What follows belongs to an exercise in optimizing a design on an open flow for small area; a production flow would make more cautious choices.
RTL that was checked went through simulation tests only; none was proved equivalent to the original.
Function not checked in run 1: the RTL went through the layout flow alone.
The clock port is modelled as an ideal driver; clocking choices that lean on that would not hold on a real chip.

==> flow/design.v, too long to show whole: its modules and the start of the top module <==
// module div_by_3: 40 lines
// module maxer: 1810 lines
// module fa: 4 lines
// module ha: 4 lines
module maxer(
    input clk,
    input rst,
    input maxing,
    input [784-1:0] ips_gen_out,
    output reg start_ips_gen,
    output reg next_ips_gen,
    output reg maxer_valid,
    output [24-1:0] threshold
    );
  // ...
==> flow/flow/run.sh <==
#!/bin/bash
# Standard ORFS layout (the standard.sh, unchanged synthesis), with
# - the port buffers made of the smallest buffer cell instead of the default pick,
# - the buffers that synthesis put on submodule outputs removed at floorplan,
set -euo pipefail
export BUFFER_PORTS_ARGS="-buffer_cell sky130_fd_sc_hd__buf_1"
export REMOVE_ABC_BUFFERS=1
L=orfs/logs/sky130hd/maxer/base

bash standard.sh place > make_place.log 2>&1
for buf in clkbuf_4 clkbuf_8 clkbuf_16; do
  export CTS_ARGS="-sink_clustering_enable -repair_clock_nets -root_buf sky130_fd_sc_hd__$buf -buf_list sky130_fd_sc_hd__$buf -dont_use_dummy_load"
  bash standard.sh cts > make_cts_$buf.log 2>&1
  openroad -no_init -exit flow/clk_slew.tcl > clk_slew_$buf.log 2>&1
  slew=$(awk '/^CLK_SLEW_PS/ {print $2}' clk_slew_$buf.log)
  echo "clock buffers $buf: worst flip-flop clock slew ${slew} ps"
  if awk -v s="$slew" 'BEGIN { exit !(s != "" && s <= 125) }'; then break; fi
  cp $L/4_1_cts.log cts_$buf.log || true
  bash standard.sh clean_cts > make_clean_cts_$buf.log 2>&1
done
bash standard.sh finish > make_finish.log 2>&1
==> flow/flow/clk_slew.tcl <==
# Worst slew at the flip-flop clock pins of the clock tree just built.
set P $::env(FLOW_HOME)/platforms/sky130hd
read_liberty $P/lib/sky130_fd_sc_hd__tt_025C_1v80.lib
read_db orfs/results/sky130hd/maxer/base/4_cts.odb
read_sdc orfs/results/sky130hd/maxer/base/4_cts.sdc
source $P/setRC.tcl
set_propagated_clock [all_clocks]
estimate_parasitics -placement
set mx 0
foreach p [get_pins -hierarchical */CLK] {
  set s [get_property $p slew_max]
  if { $s > $mx } { set mx $s }
}
puts "CLK_SLEW_PS [expr { $mx * 1000.0 }]"
==> flow/standard.sh <==
#!/bin/bash
# synth_recipe.tcl (not shown) runs the flow's synth.tcl, then flattens the netlist and writes it again
# the make line also repeats each setting of config.mk as NAME=value (left out here)
make -C /OpenROAD-flow-scripts/flow DESIGN_CONFIG=/design/flow/config.mk WORK_HOME=/design/flow/orfs CLKGATE_MAP_FILE= SYNTH_SCRIPT=/design/flow/synth_recipe.tcl "${@:-finish}"
==> flow/config.mk <==
export PLATFORM = sky130hd
export DESIGN_NAME = maxer
export DESIGN_NICKNAME = maxer
export VERILOG_FILES = /design/flow/design.v
export SDC_FILE = /design/flow/constraint.sdc
export NUM_CORES = 4
export LEC_CHECK = 0
export CAP_MARGIN = 20
export CORE_MARGIN = 2
export CORE_UTILIZATION = 22
export GPL_TIMING_DRIVEN = 0
export SLEW_MARGIN = 20
export SYNTH_HIERARCHICAL = 1
==> flow/constraint.sdc <==
create_clock -name core_clock -period 7.0 [get_ports {clk}]
set_input_delay 1.4000 -clock core_clock [delete_from_list [all_inputs] [get_ports {clk}]]
set_output_delay 1.4000 -clock core_clock [all_outputs]
set_load 0.01 [all_outputs]
==> flow_summary.json, run 1 <==
{
  "critPathSlowestCell": "fa_1",
  "multi_input_gates": 956,
  "clkCellAreaFrac_pct": 0.2987,
  "yosys.area.top_type_share_pct": 81.82,
  "critical_path_buf_inv_count": 1,
  "largest_register": "r1",
  "inv_count": 9,
  "synth_flop_cell": "dfxtp_1",
  "hold_depth": 0,
  "status": "no timing/DRC/antenna violations",
  "nWellTaps": 1134,
  "die_w_um": 294.9,
  "remaining_drc_errors": 0,
  "hold_slack_ns": 0.3366,
  "fin_skew_ns": 0.01701,
  "holdBufCountCts": 0,
  "synth_adder_area_share_pct": 89.43,
  "initial_core_util_pct": 22.25,
  "syn_area_mm2": 0.01862,
  "critical-path-top-delay-family": "adder cells",
  "worstHoldStart": "tq2[4]",
  "hp-class": "register to register",
  "seq_cells": 56,
  "worst_slew_pin_slew_ns": 0.5008,
  "layout_setup_ws_ns": 0.1491,
  "wl_per_cell_um": 20.93
}
==> module div_by_3, before the edit <==
module div_by_3(
    input  [7:0] p,
    output [24-1:0] op
    );
  wire m67 = p[7] | p[6];
  wire s1746, c1747;
  fa u_s1746 (.a(p[0]), .b(p[2]), .c(p[4]), .s(s1746), .co(c1747));
  wire s1748, c1749;
  ha u_s1748 (.a(m67), .b(s1746), .s(s1748), .co(c1749));
  wire s1750, c1751;
  fa u_s1750 (.a(p[1]), .b(p[3]), .c(p[5]), .s(s1750), .co(c1751));
  wire s1752, c1753;
  fa u_s1752 (.a(p[7]), .b(c1747), .c(s1750), .s(s1752), .co(c1753));
  wire s1754, c1755;
  ha u_s1754 (.a(c1749), .b(s1752), .s(s1754), .co(c1755));
  wire s1756, c1757;
  fa u_s1756 (.a(p[2]), .b(p[4]), .c(p[6]), .s(s1756), .co(c1757));
  wire s1758, c1759;
  fa u_s1758 (.a(c1751), .b(s1756), .c(c1753), .s(s1758), .co(c1759));
  wire s1760, c1761;
  ha u_s1760 (.a(c1755), .b(s1758), .s(s1760), .co(c1761));
  wire s1762, c1763;
  fa u_s1762 (.a(p[3]), .b(p[5]), .c(p[7]), .s(s1762), .co(c1763));
  wire s1764, c1765;
  fa u_s1764 (.a(c1757), .b(s1762), .c(c1759), .s(s1764), .co(c1765));
  wire s1766, c1767;
  ha u_s1766 (.a(c1761), .b(s1764), .s(s1766), .co(c1767));
  wire s1768, c1769;
  fa u_s1768 (.a(p[4]), .b(p[6]), .c(c1763), .s(s1768), .co(c1769));
  wire s1770, c1771;
  fa u_s1770 (.a(s1768), .b(c1765), .c(c1767), .s(s1770), .co(c1771));
  wire s1772, c1773;
  fa u_s1772 (.a(p[5]), .b(p[7]), .c(c1769), .s(s1772), .co(c1773));
  wire s1774, c1775;
  ha u_s1774 (.a(s1772), .b(c1771), .s(s1774), .co(c1775));
  wire s1776, c1777;
  fa u_s1776 (.a(p[6]), .b(c1773), .c(c1775), .s(s1776), .co(c1777));
  wire x1778 = p[7] | c1777;
  assign op = {{(24-8){1'b0}}, x1778, s1776, s1774, s1770, s1766, s1760, s1754, s1748};
endmodule
==> run 2: changes to the inputs <==
--- a/flow/design.v
+++ b/flow/design.v
@@ -1,48 +1,48 @@
 `timescale 1ns/1ps
 module div_by_3(
     input  [7:0] p,
     output [24-1:0] op
     );
   wire m67 = p[7] | p[6];
-  wire s1746, c1747;
-  fa u_s1746 (.a(p[0]), .b(p[2]), .c(p[4]), .s(s1746), .co(c1747));
-  wire s1748, c1749;
-  ha u_s1748 (.a(m67), .b(s1746), .s(s1748), .co(c1749));
-  wire s1750, c1751;
-  fa u_s1750 (.a(p[1]), .b(p[3]), .c(p[5]), .s(s1750), .co(c1751));
-  wire s1752, c1753;
-  fa u_s1752 (.a(p[7]), .b(c1747), .c(s1750), .s(s1752), .co(c1753));
-  wire s1754, c1755;
-  ha u_s1754 (.a(c1749), .b(s1752), .s(s1754), .co(c1755));
-  wire s1756, c1757;
-  fa u_s1756 (.a(p[2]), .b(p[4]), .c(p[6]), .s(s1756), .co(c1757));
-  wire s1758, c1759;
-  fa u_s1758 (.a(c1751), .b(s1756), .c(c1753), .s(s1758), .co(c1759));
-  wire s1760, c1761;
-  ha u_s1760 (.a(c1755), .b(s1758), .s(s1760), .co(c1761));
-  wire s1762, c1763;
-  fa u_s1762 (.a(p[3]), .b(p[5]), .c(p[7]), .s(s1762), .co(c1763));
-  wire s1764, c1765;
-  fa u_s1764 (.a(c1757), .b(s1762), .c(c1759), .s(s1764), .co(c1765));
-  wire s1766, c1767;
-  ha u_s1766 (.a(c1761), .b(s1764), .s(s1766), .co(c1767));
-  wire s1768, c1769;
-  fa u_s1768 (.a(p[4]), .b(p[6]), .c(c1763), .s(s1768), .co(c1769));
-  wire s1770, c1771;
-  fa u_s1770 (.a(s1768), .b(c1765), .c(c1767), .s(s1770), .co(c1771));
-  wire s1772, c1773;
-  fa u_s1772 (.a(p[5]), .b(p[7]), .c(c1769), .s(s1772), .co(c1773));
-  wire s1774, c1775;
-  ha u_s1774 (.a(s1772), .b(c1771), .s(s1774), .co(c1775));
-  wire s1776, c1777;
-  fa u_s1776 (.a(p[6]), .b(c1773), .c(c1775), .s(s1776), .co(c1777));
-  wire x1778 = p[7] | c1777;
-  assign op = {{(24-8){1'b0}}, x1778, s1776, s1774, s1770, s1766, s1760, s1754, s1748};
+  wire s1747, c1748;
+  fa u_s1747 (.a(p[0]), .b(p[2]), .c(p[4]), .s(s1747), .co(c1748));
+  wire s1749, c1750;
+  ha u_s1749 (.a(m67), .b(s1747), .s(s1749), .co(c1750));
+  wire s1751, c1752;
+  fa u_s1751 (.a(p[1]), .b(p[3]), .c(p[5]), .s(s1751), .co(c1752));
+  wire s1753, c1754;
+  fa u_s1753 (.a(p[7]), .b(c1748), .c(s1751), .s(s1753), .co(c1754));
+  wire s1755, c1756;
+  ha u_s1755 (.a(c1750), .b(s1753), .s(s1755), .co(c1756));
+  wire s1757, c1758;
+  fa u_s1757 (.a(p[2]), .b(p[4]), .c(p[6]), .s(s1757), .co(c1758));
+  wire s1759, c1760;
+  fa u_s1759 (.a(c1752), .b(s1757), .c(c1754), .s(s1759), .co(c1760));
+  wire s1761, c1762;
+  ha u_s1761 (.a(c1756), .b(s1759), .s(s1761), .co(c1762));
+  wire s1763, c1764;
+  fa u_s1763 (.a(p[3]), .b(p[5]), .c(p[7]), .s(s1763), .co(c1764));
+  wire s1765, c1766;
+  fa u_s1765 (.a(c1758), .b(s1763), .c(c1760), .s(s1765), .co(c1766));
+  wire s1767, c1768;
+  ha u_s1767 (.a(c1762), .b(s1765), .s(s1767), .co(c1768));
+  wire s1769, c1770;
+  fa u_s1769 (.a(p[4]), .b(p[6]), .c(c1764), .s(s1769), .co(c1770));
+  wire s1771, c1772;
+  fa u_s1771 (.a(s1769), .b(c1766), .c(c1768), .s(s1771), .co(c1772));
+  wire s1773, c1774;
+  fa u_s1773 (.a(p[5]), .b(p[7]), .c(c1770), .s(s1773), .co(c1774));
+  wire s1775, c1776;
+  ha u_s1775 (.a(s1773), .b(c1772), .s(s1775), .co(c1776));
+  wire s1777, c1778;
+  fa u_s1777 (.a(p[6]), .b(c1774), .c(c1776), .s(s1777), .co(c1778));
+  wire x1779 = p[7] | c1778;
+  assign op = {{(24-8){1'b0}}, x1779, s1777, s1775, s1771, s1767, s1761, s1755, s1749};
 endmodule
 module maxer(
     input clk,
     input rst,
     input maxing,
     input [784-1:0] ips_gen_out,
     output reg start_ips_gen,
     output reg next_ips_gen,
@@ -1729,81 +1729,82 @@
   fa u_s1677 (.a(c1650), .b(c1652), .c(c1654), .s(s1677), .co(c1678));
   wire s1679, c1680;
   fa u_s1679 (.a(c1656), .b(c1658), .c(s1671), .s(s1679), .co(c1680));
   wire s1681, c1682;
   fa u_s1681 (.a(s1673), .b(c1660), .c(s1675), .s(s1681), .co(c1682));
   wire s1683, c1684;
   fa u_s1683 (.a(c1662), .b(c1664), .c(s1677), .s(s1683), .co(c1684));
   wire s1685, c1686;
-  fa u_s1685 (.a(c1666), .b(s1679), .c(c1668), .s(s1685), .co(c1686));
+  fa u_s1685 (.a(c1672), .b(c1674), .c(c1676), .s(s1685), .co(c1686));
   wire s1687, c1688;
-  fa u_s1687 (.a(c1672), .b(c1674), .c(c1676), .s(s1687), .co(c1688));
-  wire s1689, c1690;
-  fa u_s1689 (.a(c1678), .b(c1680), .c(c1682), .s(s1689), .co(c1690));
-  reg [22:0] r1;
-  wire r1_1691 = r1[0];
-  wire r1_1692 = r1[1];
-  wire r1_1693 = r1[2];
-  wire r1_1694 = r1[3];
-  wire r1_1695 = r1[4];
-  wire r1_1696 = r1[5];
-  wire r1_1697 = r1[6];
-  wire r1_1698 = r1[7];
-  wire r1_1699 = r1[8];
-  wire r1_1700 = r1[9];
-  wire r1_1701 = r1[10];
-  wire r1_1702 = r1[11];
-  wire r1_1703 = r1[12];
-  wire r1_1704 = r1[13];
-  wire r1_1705 = r1[14];
-  wire r1_1706 = r1[15];
-  wire r1_1707 = r1[16];
-  wire r1_1708 = r1[17];
-  wire r1_1709 = r1[18];
-  wire r1_1710 = r1[19];
-  wire r1_1711 = r1[20];
-  wire r1_1712 = r1[21];
-  wire r1_1713 = r1[22];
-  always @(posedge clk) r1 <= {c1690, c1688, s1689, c1686, c1684, s1687, s1685, s1683, c1670, s1681, s1669, c1630, s1667, s1665, c1628, s1629, c1588, s1627, s1625, s1587, s1543, s1501, s1499};
-  wire c1714 = r1_1691 & r1_1692;
-  wire c1715 = r1_1693 & c1714;
-  wire s1716, c1717;
-  ha u_s1716 (.a(r1_1694), .b(c1715), .s(s1716), .co(c1717));
-  wire s1718, c1719;
-  fa u_s1718 (.a(r1_1695), .b(r1_1696), .c(r1_1697), .s(s1718), .co(c1719));
-  wire s1720, c1721;
-  fa u_s1720 (.a(r1_1698), .b(s1718), .c(c1717), .s(s1720), .co(c1721));
-  wire s1722, c1723;
-  fa u_s1722 (.a(r1_1699), .b(r1_1700), .c(r1_1701), .s(s1722), .co(c1723));
-  wire s1724, c1725;
-  fa u_s1724 (.a(r1_1702), .b(r1_1703), .c(c1719), .s(s1724), .co(c1725));
-  wire s1726, c1727;
-  fa u_s1726 (.a(s1722), .b(s1724), .c(c1721), .s(s1726), .co(c1727));
-  wire s1728, c1729;
-  fa u_s1728 (.a(r1_1704), .b(r1_1705), .c(r1_1706), .s(s1728), .co(c1729));
-  wire s1730, c1731;
-  fa u_s1730 (.a(r1_1707), .b(c1723), .c(s1728), .s(s1730), .co(c1731));
-  wire s1732, c1733;
-  fa u_s1732 (.a(c1725), .b(s1730), .c(c1727), .s(s1732), .co(c1733));
-  wire s1734, c1735;
-  fa u_s1734 (.a(r1_1708), .b(r1_1709), .c(r1_1710), .s(s1734), .co(c1735));
-  wire s1736, c1737;
-  fa u_s1736 (.a(r1_1711), .b(c1729), .c(s1734), .s(s1736), .co(c1737));
-  wire s1738, c1739;
-  fa u_s1738 (.a(c1731), .b(s1736), .c(c1733), .s(s1738), .co(c1739));
-  wire s1740, c1741;
-  fa u_s1740 (.a(r1_1712), .b(r1_1713), .c(c1735), .s(s1740), .co(c1741));
-  wire s1742, c1743;
-  fa u_s1742 (.a(s1740), .b(c1737), .c(c1739), .s(s1742), .co(c1743));
-  wire s1744, c1745;
-  ha u_s1744 (.a(c1741), .b(c1743), .s(s1744), .co(c1745));
+  fa u_s1687 (.a(c1678), .b(c1680), .c(c1682), .s(s1687), .co(c1688));
+  reg [23:0] r1;
+  wire r1_1689 = r1[0];
+  wire r1_1690 = r1[1];
+  wire r1_1691 = r1[2];
+  wire r1_1692 = r1[3];
+  wire r1_1693 = r1[4];
+  wire r1_1694 = r1[5];
+  wire r1_1695 = r1[6];
+  wire r1_1696 = r1[7];
+  wire r1_1697 = r1[8];
+  wire r1_1698 = r1[9];
+  wire r1_1699 = r1[10];
+  wire r1_1700 = r1[11];
+  wire r1_1701 = r1[12];
+  wire r1_1702 = r1[13];
+  wire r1_1703 = r1[14];
+  wire r1_1704 = r1[15];
+  wire r1_1705 = r1[16];
+  wire r1_1706 = r1[17];
+  wire r1_1707 = r1[18];
+  wire r1_1708 = r1[19];
+  wire r1_1709 = r1[20];
+  wire r1_1710 = r1[21];
+  wire r1_1711 = r1[22];
+  wire r1_1712 = r1[23];
+  always @(posedge clk) r1 <= {c1688, c1686, s1687, c1684, s1685, s1683, c1670, s1681, c1668, s1679, c1666, s1669, c1630, s1667, s1665, c1628, s1629, c1588, s1627, s1625, s1587, s1543, s1501, s1499};
+  wire c1713 = r1_1689 & r1_1690;
+  wire c1714 = r1_1691 & c1713;
+  wire s1715, c1716;
+  ha u_s1715 (.a(r1_1692), .b(c1714), .s(s1715), .co(c1716));
+  wire s1717, c1718;
+  fa u_s1717 (.a(r1_1693), .b(r1_1694), .c(r1_1695), .s(s1717), .co(c1718));
+  wire s1719, c1720;
+  fa u_s1719 (.a(r1_1696), .b(s1717), .c(c1716), .s(s1719), .co(c1720));
+  wire s1721, c1722;
+  fa u_s1721 (.a(r1_1697), .b(r1_1698), .c(r1_1699), .s(s1721), .co(c1722));
+  wire s1723, c1724;
+  fa u_s1723 (.a(r1_1700), .b(r1_1701), .c(c1718), .s(s1723), .co(c1724));
+  wire s1725, c1726;
+  fa u_s1725 (.a(s1721), .b(s1723), .c(c1720), .s(s1725), .co(c1726));
+  wire s1727, c1728;
+  fa u_s1727 (.a(r1_1702), .b(r1_1703), .c(r1_1704), .s(s1727), .co(c1728));
+  wire s1729, c1730;
+  fa u_s1729 (.a(r1_1705), .b(r1_1706), .c(r1_1707), .s(s1729), .co(c1730));
+  wire s1731, c1732;
+  fa u_s1731 (.a(c1722), .b(s1727), .c(s1729), .s(s1731), .co(c1732));
+  wire s1733, c1734;
+  fa u_s1733 (.a(c1724), .b(s1731), .c(c1726), .s(s1733), .co(c1734));
+  wire s1735, c1736;
+  fa u_s1735 (.a(r1_1708), .b(r1_1709), .c(r1_1710), .s(s1735), .co(c1736));
+  wire s1737, c1738;
+  fa u_s1737 (.a(c1728), .b(c1730), .c(s1735), .s(s1737), .co(c1738));
+  wire s1739, c1740;
+  fa u_s1739 (.a(c1732), .b(s1737), .c(c1734), .s(s1739), .co(c1740));
+  wire s1741, c1742;
+  fa u_s1741 (.a(r1_1711), .b(r1_1712), .c(c1736), .s(s1741), .co(c1742));
+  wire s1743, c1744;
+  fa u_s1743 (.a(s1741), .b(c1738), .c(c1740), .s(s1743), .co(c1744));
+  wire s1745, c1746;
+  ha u_s1745 (.a(c1742), .b(c1744), .s(s1745), .co(c1746));
   reg [7:0] tq2, tq3;
   always @(posedge clk) begin
-    tq2 <= {c1745, s1744, s1742, s1738, s1732, s1726, s1720, s1716};
+    tq2 <= {c1746, s1745, s1743, s1739, s1733, s1725, s1719, s1715};
     tq3 <= tq2;
   end
   reg [7:0] c;
   reg       m;
   wire hi    = c[7] & c[6];
   wire is207 = hi & c[3] & c[2] & c[1] & c[0];
   wire is206 = hi & c[3] & c[2] & c[1] & ~c[0];
   wire is0   = c == 8'd0;
==> flow_summary.json, run 2 <==
{
  "synth-edff-count": 8,
  "initialDrtViolationCount": 354,
  "layout_setup_ws_ns": 0.1648,
  "largest_register": "r1",
  "syn_area_mm2": 0.01864,
  "fin_nets": 3487,
  "critPathMaxFanout": 1,
  "synthCells": 1031,
  "ys_warn_count": 7,
  "ctsLongestPathBuffers": 2,
  "post-place-ws_ns": -0.3437,
  "fillers": 8750,
  "multiInputGateArea_mm2": 0.01722,
  "io_buffers": 797,
  "yosys.area.top_type_share_pct": 81.73,
  "remaining_drc_errors": 0,
  "status": "no timing/DRC/antenna violations",
  "synth.avg_cell_area_um2": 18.08,
  "rsz0062_at_grt": "false",
  "cp.arrival_ns": 7.11,
  "gp_congestion": 0.9688,
  "ff2ff_setup_slack_ns": 3.80,
  "vias": 11410,
  "drt_pass1_iterations": 4,
  "initial_core_util_pct": 22.24,
  "crit_path_frequent_cell": "fa_1",
  "drive_above_1_share_pct": 1.039,
  "synthTopCellsByArea": "fa_1, ha_1, dfxtp_1",
  "die_area_mm2": 0.08707,
  "grt_start_max_net_pins": 13,
  "crit_chain": "buf_1, fa_1, fa_1, fa_1, fa_1, fa_1, fa_1, fa_1, fa_1, fa_1, fa_1, fa_1",
  "worst_slew_pin_slew_ns": 0.5347,
  "slew-limit-headroom_pct": 64.35,
  "hold_depth": 0,
  "holdBufCountCts": 0,
  "synth_flop_cell": "dfxtp_1",
  "seq_area_frac_synth_pct": 6.793,
  "drt-total-wl_um": 62470,
  "grt_pass1_wl_um": 88800,
  "final_area_mm2": 0.02302,
  "cpPeakStageDelay_ns": 0.67,
  "synth.distinct_cells": 36,
  "grtUsageMet3_pct": 3.293,
  "fin_crit_sh_pct": 97.65,
  "critical_path_buf_inv_count": 1,
  "antenna_found_initial": 17,
  "numCtsBuffers": 9,
  "h-tree-depth": 3,
  "clk_pin_slew_ns": 0.09,
  "syn2layout_area_growth_pct": 23.51,
  "crit_required_ns": 7.28,
  "largest_reg_flops": 24,
  "clock_latency_ns": 0.39,
  "synth_commonest_cells": "fa_1, ha_1, dfxtp_1",
  "yosysTopAreaCell": "fa_1",
  "drtAntennaViolNets": 0,
  "die_w_um": 295.1,
  "grt_pass1_vias": 14030,
  "tritoncts": "yes",
  "grtUsageTotal_pct": 14.45,
  "worstHoldStart": "tq2[4]",
  "placed_area_mm2": 0.02293,
  "cts-root-buf": "clkbuf_4",
  "worstHoldEndpoint": "tq3[4]",
  "reg2regPathDepth": 7,
  "drv_cap": 0,
  "finalSetupViolations": 0,
  "place_hpwl_um": 62670,
  "setup-tns-final_ns": 0,
  "critical_path.reg2reg.startpoint": "r1[4]",
  "hold_viol_final": 0,
  "critPathSlowestCell": "fa_1",
  "crit_type": "primary input to register",
  "grt_overflow": 0,
  "finalCriticalPeriod_ns": 6.835,
  "die_height_um": 295.1,
  "grt_busiest_layer": "met2",
  "regArea_mm2": 0.001266,
  "post_cts_buffers": 0,
  "core_area_mm2": 0.08382,
  "fin_skew_ns": 0.01844,
  "met2_usage_pct": 25.29,
  "wl_per_cell_um": 21.03,
  "synth.most_common_cell": "fa_1",
  "cts_resized": 0,
  "io_pins": 814,
  "clock.fmax_mhz": 146.3,
  "post-route-util_pct": 27.46,
  "met1_usage_pct": 18.40,
  "layout_common_cells": "buf_1, fa_1, ha_1, dfxtp_1, xor2_1",
  "cts_sinks": 57,
  "ys_ff_latch": 57,
  "reg2reg_to": "tq2[6]",
  "cp-end-kind": "register",
  "slew_viol_final": 0,
  "rows": 106,
  "critical-path-top-delay-family": "adder cells",
  "final_common_cell": "buf_1",
  "viasPerCell": 3.841,
  "critPathLaunchType": "primary input",
  "hp-class": "register to register",
  "ys_async_sr_fraction_pct": 15.79
}
[run 2: changes by cell type in the layout (fill, tap and decap cells not counted), sizes merged]
| cell | previous run | this run |
|---|---|---|
| clkbuf | 5 | 9 |
| dfxtp | 39 | 40 |
| diode | 10 | 9 |
[run 2: worst reg2reg max path, cell delays in order, from the launching register on]
cell and delay (ns):
dfxtp_1 0.33, fa_1 0.43, fa_1 0.46, fa_1 0.42, fa_1 0.38, fa_1 0.38
fa_1 0.41, ha_1 0.28
[run 2: worst max-delay path by stage]
stage | end | depth (start not counted) | slack (ns) | startpoint
after floorplan | r1[21] | 12 | 0.28 | ips_gen_out[2]
after global placement | r1[21] | 13 | -0.30 | ips_gen_out[297]
after detailed placement | r1[21] | 13 | -0.34 | ips_gen_out[297]
after CTS | r1[21] | 13 | 0.11 | ips_gen_out[297]
after global routing | r1[21] | 13 | 0.002 | ips_gen_out[297]
final | r1[3] | 12 | 0.16 | ips_gen_out[102]
[run 2: per-stage QoR]
step	std cells	hold WS, ns
global route	2970	0.3452
floorplan	1022	0.3096
finish	2971	0.3329
CTS	2962	0.3336
detailed placement	2953	0.3164
global placement	2953	0.3134
[run 2: layer usage]
layer / share of wire, % / routed length [um] / up-vias
li1: - / - / 4807
met3: 6.8 / 4264 / 55
met1: 39 / 24530 / 6073
met2: 52 / 32610 / 461
met5: 0.13 / 79 / -
met4: 1.6 / 976 / 16
[run 2: cell type report]
cell class | count | share of cell area [%]
clock buffers | 9 | 0.2935
flip-flops and latches | 57 | 5.500
well taps | 1134 | 6.163
repair buffers | 797 | 13.00
inverters | 9 | 0.1467
multi-input cells | 956 | 74.80
diodes | 9 | 0.09783
[run 2: Yosys stat by module, one instance, submodules excluded]
module,flip-flops and latches,times used
fa,0,761
div_by_3,0,1
maxer,57,1
ha,0,103
[run 2: cell families (layout without fill, tap and decap cells)]
| family | after synthesis | count (layout) | share of synthesized area, % |
|---|---|---|---|
| AO/OA/AOI/OAI | 9 | 9 | 0.4499 |
| other | 1 | 25 | 0.02012 |
| adder cells (fa/ha/maj) | 875 | 875 | 89.33 |
| XOR/XNOR | 25 | 25 | 1.175 |
| multiplexers | 1 | 1 | 0.05370 |
| flip-flops | 57 | 57 | 6.793 |
| AND/OR/NAND/NOR | 30 | 30 | 1.027 |
| buffers and inverters | 33 | 815 | 1.148 |
==> run 3: changes to the inputs <==
--- a/flow/flow/run.sh
+++ b/flow/flow/run.sh
@@ -3,7 +3,9 @@
 # - the port buffers made of the smallest buffer cell instead of the default pick,
 # - the buffers that synthesis put on submodule outputs removed at floorplan,
+# - one tie cell for all the constant outputs instead of one per output,
 set -euo pipefail
 export BUFFER_PORTS_ARGS="-buffer_cell sky130_fd_sc_hd__buf_1"
 export REMOVE_ABC_BUFFERS=1
+export SKIP_REPAIR_TIE_FANOUT=1
 L=orfs/logs/sky130hd/maxer/base
 
==> flow_summary.json, run 3 <==
{
  "status": "no timing/DRC/antenna violations",
  "gp_congestion": 0.9491,
  "layout_common_cells": "buf_1, fa_1, ha_1, dfxtp_1, xor2_1",
  "cp.arrival_ns": 7.10,
  "io_pins": 814,
  "rows": 106,
  "finalCriticalPeriod_ns": 6.819,
  "die_w_um": 295.1,
  "rsz0062_at_grt": "false",
  "largest_reg_flops": 24,
  "critPathLaunchType": "primary input",
  "reg2regPathDepth": 7,
  "clk_pin_slew_ns": 0.09,
  "critical_path.reg2reg.startpoint": "r1[4]",
  "remaining_drc_errors": 0,
  "ys_async_sr_fraction_pct": 15.79,
  "fin_nets": 3472,
  "grt_pass1_vias": 14230,
  "numCtsBuffers": 9,
  "synth.avg_cell_area_um2": 18.08,
  "reg2reg_to": "tq2[6]",
  "hp-class": "register to register",
  "ff2ff_setup_slack_ns": 3.76,
  "drv_cap": 0,
  "vias": 11450,
  "hold_viol_final": 0,
  "finalSetupViolations": 0,
  "antenna_found_initial": 17,
  "die_area_mm2": 0.08707,
  "crit_type": "primary input to register",
  "ys_ff_latch": 57,
  "hold_depth": 0,
  "worst_slew_pin_slew_ns": 0.4971,
  "ctsLongestPathBuffers": 2,
  "ys_warn_count": 7,
  "clock.fmax_mhz": 146.6,
  "yosys.area.top_type_share_pct": 81.73,
  "grt_start_max_net_pins": 17,
  "synthTopCellsByArea": "fa_1, ha_1, dfxtp_1",
  "io_buffers": 797,
  "drt_pass1_iterations": 4,
  "worstHoldStart": "tq2[5]",
  "h-tree-depth": 3,
  "wl_per_cell_um": 21.64,
  "yosysTopAreaCell": "fa_1",
  "placed_area_mm2": 0.02287,
  "synthCells": 1031,
  "fin_crit_sh_pct": 97.42,
  "die_height_um": 295.1,
  "syn_area_mm2": 0.01864,
  "holdBufCountCts": 0,
  "cts-root-buf": "clkbuf_4",
  "slew_viol_final": 0,
  "hold_slack_ns": 0.3333,
  "cp-end-kind": "register",
  "synth_commonest_cells": "fa_1, ha_1, dfxtp_1",
  "synth-edff-count": 8,
  "post_cts_buffers": 0,
  "viasPerCell": 3.870,
  "syn2layout_area_growth_pct": 23.25,
  "final_common_cell": "buf_1",
  "seq_area_frac_synth_pct": 6.793,
  "drive_above_1_share_pct": 1.158,
  "grt_overflow": 0,
  "synth.distinct_cells": 36,
  "clock_latency_ns": 0.39,
  "grtUsageTotal_pct": 14.83,
  "final_area_mm2": 0.02297,
  "synth_flop_cell": "dfxtp_1",
  "drtAntennaViolNets": 0,
  "fin_skew_ns": 0.02192,
  "worstHoldEndpoint": "tq3[5]",
  "tritoncts": "yes",
  "place_hpwl_um": 64040,
  "slew-limit-headroom_pct": 66.74,
  "grt_pass1_wl_um": 91070,
  "initialDrtViolationCount": 304,
  "cts_sinks": 57,
  "critPathMaxFanout": 1,
  "synth.most_common_cell": "fa_1",
  "drt-total-wl_um": 64040,
  "initial_core_util_pct": 22.24,
  "crit_required_ns": 7.28,
  "largest_register": "r1",
  "core_area_mm2": 0.08382
}
run 3: cell counts after synthesis:
No cell type changed its count.
run 3: cell families (layout without fill, tap and decap cells):
family                   count (synthesis)  in the layout  synth area share (%)
other                                    1             13               0.02012
AO/OA/AOI/OAI                            9              9                0.4499
XOR/XNOR                                25             25                 1.175
adder cells (fa/ha/maj)                875            875                 89.33
multiplexers                             1              1               0.05370
AND/OR/NAND/NOR                         30             30                 1.027
flip-flops                              57             57                 6.793
buffers and inverters                   33            815                 1.148
run 3: stage by stage:
stage / setup slack (ns) / std cells / TNS, ns / util [%]
2_1_floorplan: 0.2846 / 1007 / 0 / -
3_3_place_gp: -0.3219 / 2938 / -1.566 / 27.28
3_5_place_dp: -0.3662 / 2938 / -1.926 / 27.28
4_1_cts: 0.09048 / 2947 / 0 / 27.36
5_1_grt: 0.004181 / 2957 / 0 / 27.40
6_report: 0.1806 / 2959 / 0 / 27.41
run 3: how the worst max path moves through the flow:
| stage | startpoint | end | cells after the start |
|---|---|---|---|
| after floorplan | ips_gen_out[2] | r1[21] | 12 |
| after global placement | ips_gen_out[40] | r1[21] | 13 |
| after detailed placement | ips_gen_out[291] | r1[21] | 13 |
| after CTS | ips_gen_out[40] | r1[21] | 13 |
| after global routing | ips_gen_out[34] | r1[21] | 13 |
| final | ips_gen_out[47] | r1[21] | 13 |
run 3: worst max-delay path, cell delays in order:
cell and delay (ns):
buf_1 0.26, fa_1 0.49, fa_1 0.39, fa_1 0.52
fa_1 0.43, fa_1 0.39, fa_1 0.39, fa_2 0.62
fa_1 0.50, fa_1 0.43, fa_1 0.41, fa_1 0.43
fa_1 0.43
run 3: cell type report:
class                   instances  area [um2]
fillers                      8755       60850
repair buffers                797        2995
flip-flops and latches         57        1266
multi-input cells             941       17160
inverters                       9       33.78
well taps                    1134        1419
diodes                         12       30.03
clock buffers                   9       67.56
run 3: repair_timing:
item | in CTS | in global routing
resized for setup | 0 | 4
hold endpoints to repair | 0 | 0
setup endpoints to repair | 0 | 2
run 3: layer usage:
layer / track usage [%] / vias up / part of all wire (%) / wire (um)
met3: 2.902 / 55 / 6.3 / 4028
met2: 26.63 / 435 / 53 / 33990
met1: 18.40 / 6156 / 39 / 24680
li1: - / 4794 / - / -
met5: 0 / - / 0.083 / 53
met4: 3.182 / 10 / 2.0 / 1298
run 3: per-module statistics from Yosys, one instance, submodules excluded:
module    copies in the design  flip-flops and latches  area [um2]  cells
div_by_3                     1                       0       196.4     27
fa                         761                       0       20.02      1
ha                         103                       0       12.51      1
maxer                        1                      57        1919    140

[afterwards: timing with drivers on the ports]
No port has a modelled driver above. Below, the same layouts with a new extraction and two added sets of constraints. Step 1: set_driving_cell puts a clkbuf_16 on clk and a buf_2 on each other input, an assumption about the parent block. Step 2 adds t to the input delays and takes it off the output delays; t is the mean of the earliest and latest rising clock arrival at the registers after step 1. Input paths then give back, and output paths get back, about the clock's delay inside the block. a / b / c = ideal / step 1 / step 2; a / b = the first two.
run	t (ns)	slack for setup (ns)	worst hold slack (ns)	latest minus earliest clock arrival (ns)
run 1	0.357	0.149 / 0.169 / -0.188	0.337 / 0.337 / 0.337	0.020 / 0.020
run 2	0.428	0.165 / 0.179 / -0.250	0.333 / 0.333 / 0.333	0.019 / 0.019
run 3	0.426	0.181 / 0.197 / -0.229	0.333 / 0.333 / 0.333	0.026 / 0.026
Met with ideal ports but missed after step 2: setup timing in every run listed. For run 2, which loses most, drivers alone change the setup slack by +0.014 ns; drivers and shift together by -0.415 ns.
